This design comes from an exercise in tuning for small area and a short achievable clock period on the open sky130 flow, not from production work.
The RTL was checked by simulation tests, not by an equivalence proof against the original design.

== run 1 ==
==> flow/design.v (excerpt) <==
module mul64_multi(input clk, input [63:0] A, B, output reg [127:0] Y, output done);
reg [63:0] A_r, B_r;
reg [4:0]  st;      
reg        Htop;    
wire changed = (A_r != A) | (B_r != B);
always @(posedge clk) begin
	A_r <= A;
	B_r <= B;
	if (changed)
		st <= 5'b00001;
	else
		st <= {st[3:0], 1'b0};
end
assign done = st[4];
wire [16:0] xnx = ({17{st[0]}} & B_r[32:16]) | ({17{st[1]}} & B_r[48:32]) |
                  ({17{st[2]}} & {1'b0, B_r[63:48]});
wire [24:0] cn0;
ctlnext uc0(.b(B[16:0]), .x(xnx), .chg(changed), .c(cn0));
reg  [24:0] ctl0;    
always @(posedge clk) begin
	ctl0 <= cn0;
end
wire [64:0] ax  = {1'b0, A_r};
wire [64:0] ax2 = {A_r, 1'b0};
wire [7:0] neg  = ctl0[23:16];
wire [7:0] nneg = ~neg;
wire b0 = ctl0[24];
wire [64:0] pp0;
assign pp0[64:0] = (({65{ctl0[0]}} & ax[64:0]) | ({65{ctl0[8]}} & ax2[64:0])) ^ {65{ctl0[16]}};
wire [64:0] pp1;
assign pp1[64:0] = (({65{ctl0[1]}} & ax[64:0]) | ({65{ctl0[9]}} & ax2[64:0])) ^ {65{ctl0[17]}};
wire [64:0] pp2;
assign pp2[64:0] = (({65{ctl0[2]}} & ax[64:0]) | ({65{ctl0[10]}} & ax2[64:0])) ^ {65{ctl0[18]}};
wire [64:0] pp3;
assign pp3[64:0] = (({65{ctl0[3]}} & ax[64:0]) | ({65{ctl0[11]}} & ax2[64:0])) ^ {65{ctl0[19]}};
wire [64:0] pp4;
assign pp4[64:0] = (({65{ctl0[4]}} & ax[64:0]) | ({65{ctl0[12]}} & ax2[64:0])) ^ {65{ctl0[20]}};
wire [64:0] pp5;
assign pp5[64:0] = (({65{ctl0[5]}} & ax[64:0]) | ({65{ctl0[13]}} & ax2[64:0])) ^ {65{ctl0[21]}};
wire [64:0] pp6;
assign pp6[64:0] = (({65{ctl0[6]}} & ax[64:0]) | ({65{ctl0[14]}} & ax2[64:0])) ^ {65{ctl0[22]}};
wire [64:0] pp7;
assign pp7[64:0] = (({65{ctl0[7]}} & ax[64:0]) | ({65{ctl0[15]}} & ax2[64:0])) ^ {65{ctl0[23]}};
wire [63:0] H  = {Htop, Y[127:65]};
wire [63:0] Hg = H & {64{~st[0]}};
wire [63:0] sl = {Hg[63], (A_r[63:1] & {63{b0}}) | Hg[62:0]};
wire nsl63 = ~sl[63];
wire s1, c2;
ha us1(.a(neg[7]), .b(pp0[14]), .s(s1), .co(c2));
wire s3, c4;
ha us3(.a(pp0[15]), .b(pp1[13]), .s(s3), .co(c4));
wire s5, c6;
ha us5(.a(pp0[16]), .b(pp1[14]), .s(s5), .co(c6));
wire s7, c8;
ha us7(.a(pp0[17]), .b(pp1[15]), .s(s7), .co(c8));
wire s9, c10;
ha us9(.a(pp0[18]), .b(pp1[16]), .s(s9), .co(c10));
wire s11, c12;
ha us11(.a(pp0[19]), .b(pp1[17]), .s(s11), .co(c12));
wire s13, c14;
ha us13(.a(pp0[20]), .b(pp1[18]), .s(s13), .co(c14));
wire s15, c16;
ha us15(.a(pp0[21]), .b(pp1[19]), .s(s15), .co(c16));
wire s17, c18;
  ...
For scale: ~34,000 um2 of cells after synthesis.
export LEC_CHECK = 0
export CAP_MARGIN = 20
export CORE_MARGIN = 2
export CORE_UTILIZATION = 65
export SLEW_MARGIN = 20
export SYNTH_HIERARCHICAL = 1
create_clock -name core_clock -period 12.0 [get_ports {clk}]
standard.sh (not shown) runs the stock make flow with config.mk's settings and CLKGATE_MAP_FILE= SYNTH_SCRIPT=/design/flow/synth_recipe.tcl, a recipe that flattens the netlist after the stock synthesis.
==> flow/flow/run.sh <==
#!/bin/bash
set -euo pipefail
K=(SETUP_SLACK_MARGIN=5.6 "BUFFER_PORTS_ARGS=-buffer_cell sky130_fd_sc_hd__buf_1")
bash standard.sh "${K[@]}" synth > flow_synth.log 2>&1
N=orfs/results/sky130hd/mul64_multi/base/1_2_yosys.v
sed -i -E 's/sky130_fd_sc_hd__(a21oi|o21ai|o22ai|a22oi|mux2|xnor2|xor2|nor4|nand4|and2b|and2)_[2-8] /sky130_fd_sc_hd__\1_1 /g' $N
bash standard.sh "${K[@]}" finish > flow_make.log 2>&1
Run 1 | status: complete | timing, DRC, antenna: pass
Relative to run 1, the following input files were edited for run 2:
diff --git a/flow/flow/run.sh b/flow/flow/run.sh
--- a/flow/flow/run.sh
+++ b/flow/flow/run.sh
@@ -1,5 +1,5 @@
 #!/bin/bash
 set -euo pipefail
-K=(SETUP_SLACK_MARGIN=5.6 "BUFFER_PORTS_ARGS=-buffer_cell sky130_fd_sc_hd__buf_1")
+K=(SETUP_SLACK_MARGIN=6.2 "BUFFER_PORTS_ARGS=-buffer_cell sky130_fd_sc_hd__buf_1")
 bash standard.sh "${K[@]}" synth > flow_synth.log 2>&1
 N=orfs/results/sky130hd/mul64_multi/base/1_2_yosys.v
## What came out
- Run 2: number of optimization iterations in the first detailed-route pass is 1 higher than what run 1 reported.
- In the tables for run 2 and run 1, flip-flop and latch share of the layout cell area reads lower with run 2.
- Comparing run 1 with run 2, the clock buffer and inverter area fraction after layout came out essentially unchanged.
- Run 1 → run 2: met3 wire length higher, worst hold slack barely changed, maximum frequency up 11%.
- Changes observed in run 2 relative to run 1: met1 track demand over resource in global routing went up; number of inserted diodes went up; design area went up.
## Diff of input files: run 3 against run 2
diff --git a/flow/flow/run.sh b/flow/flow/run.sh
--- a/flow/flow/run.sh
+++ b/flow/flow/run.sh
@@ -1,5 +1,5 @@
 #!/bin/bash
 set -euo pipefail
-K=(SETUP_SLACK_MARGIN=6.2 "BUFFER_PORTS_ARGS=-buffer_cell sky130_fd_sc_hd__buf_1")
+K=(SETUP_SLACK_MARGIN=6.0 "BUFFER_PORTS_ARGS=-buffer_cell sky130_fd_sc_hd__buf_1")
 bash standard.sh "${K[@]}" synth > flow_synth.log 2>&1
 N=orfs/results/sky130hd/mul64_multi/base/1_2_yosys.v
## What came out
Run 3: flow completed, timing, DRC and antenna clean. Number of signal-net buffers in the layout (lower): run 3. Last element of the critical path = Y[121]$_DFFE_PP_: run 3; last element of the critical path = Y[113]$_DFFE_PP_: run 2. Summary: with run 2 as the reference, number of buffers created by CTS in run 3 moved down by a few percent. Run 2 → run 3: sequential share of layout area went up; final area has decreased; setup slack shows a reduction of 0.22 ns; layout net count fell about 0.7%. [run 3] met2 wire length fell 3.0% relative to run 2. In the flow results for run 2 and run 3, the worst stage delay on the critical path is smaller on run 3. Worst hold margin of run 3 is on par with run 2.

[re-timing with driven ports]
No port has a modelled driver above. Below, the same layouts with a new extraction and two added sets of constraints. Step 1: set_driving_cell puts a clkbuf_16 on clk and a buf_2 on each other input, an assumption about the parent block. Step 2 times the ports against the registers' clock, not the clock port: input delays grow and output delays shrink by t, the midpoint of the rising clock arrivals with the driver on. a / b / c = ideal ports / drivers / drivers and shift; a / b = the first two.
run	shift t [ns]	setup WS [ns]	clock arrival spread, ns	pins driven straight from the clock port
run 1	0.637	5.626 / 5.626 / 5.626	0.049 / 0.049	1
run 2	0.641	6.232 / 6.232 / 5.987	0.031 / 0.031	1
run 3	0.628	6.009 / 6.009 / 6.009	0.047 / 0.046	1
After both steps setup and hold are still met in every run listed. For run 2, which loses most, drivers alone change the setup slack by 0.000 ns; drivers and shift together by -0.245 ns.
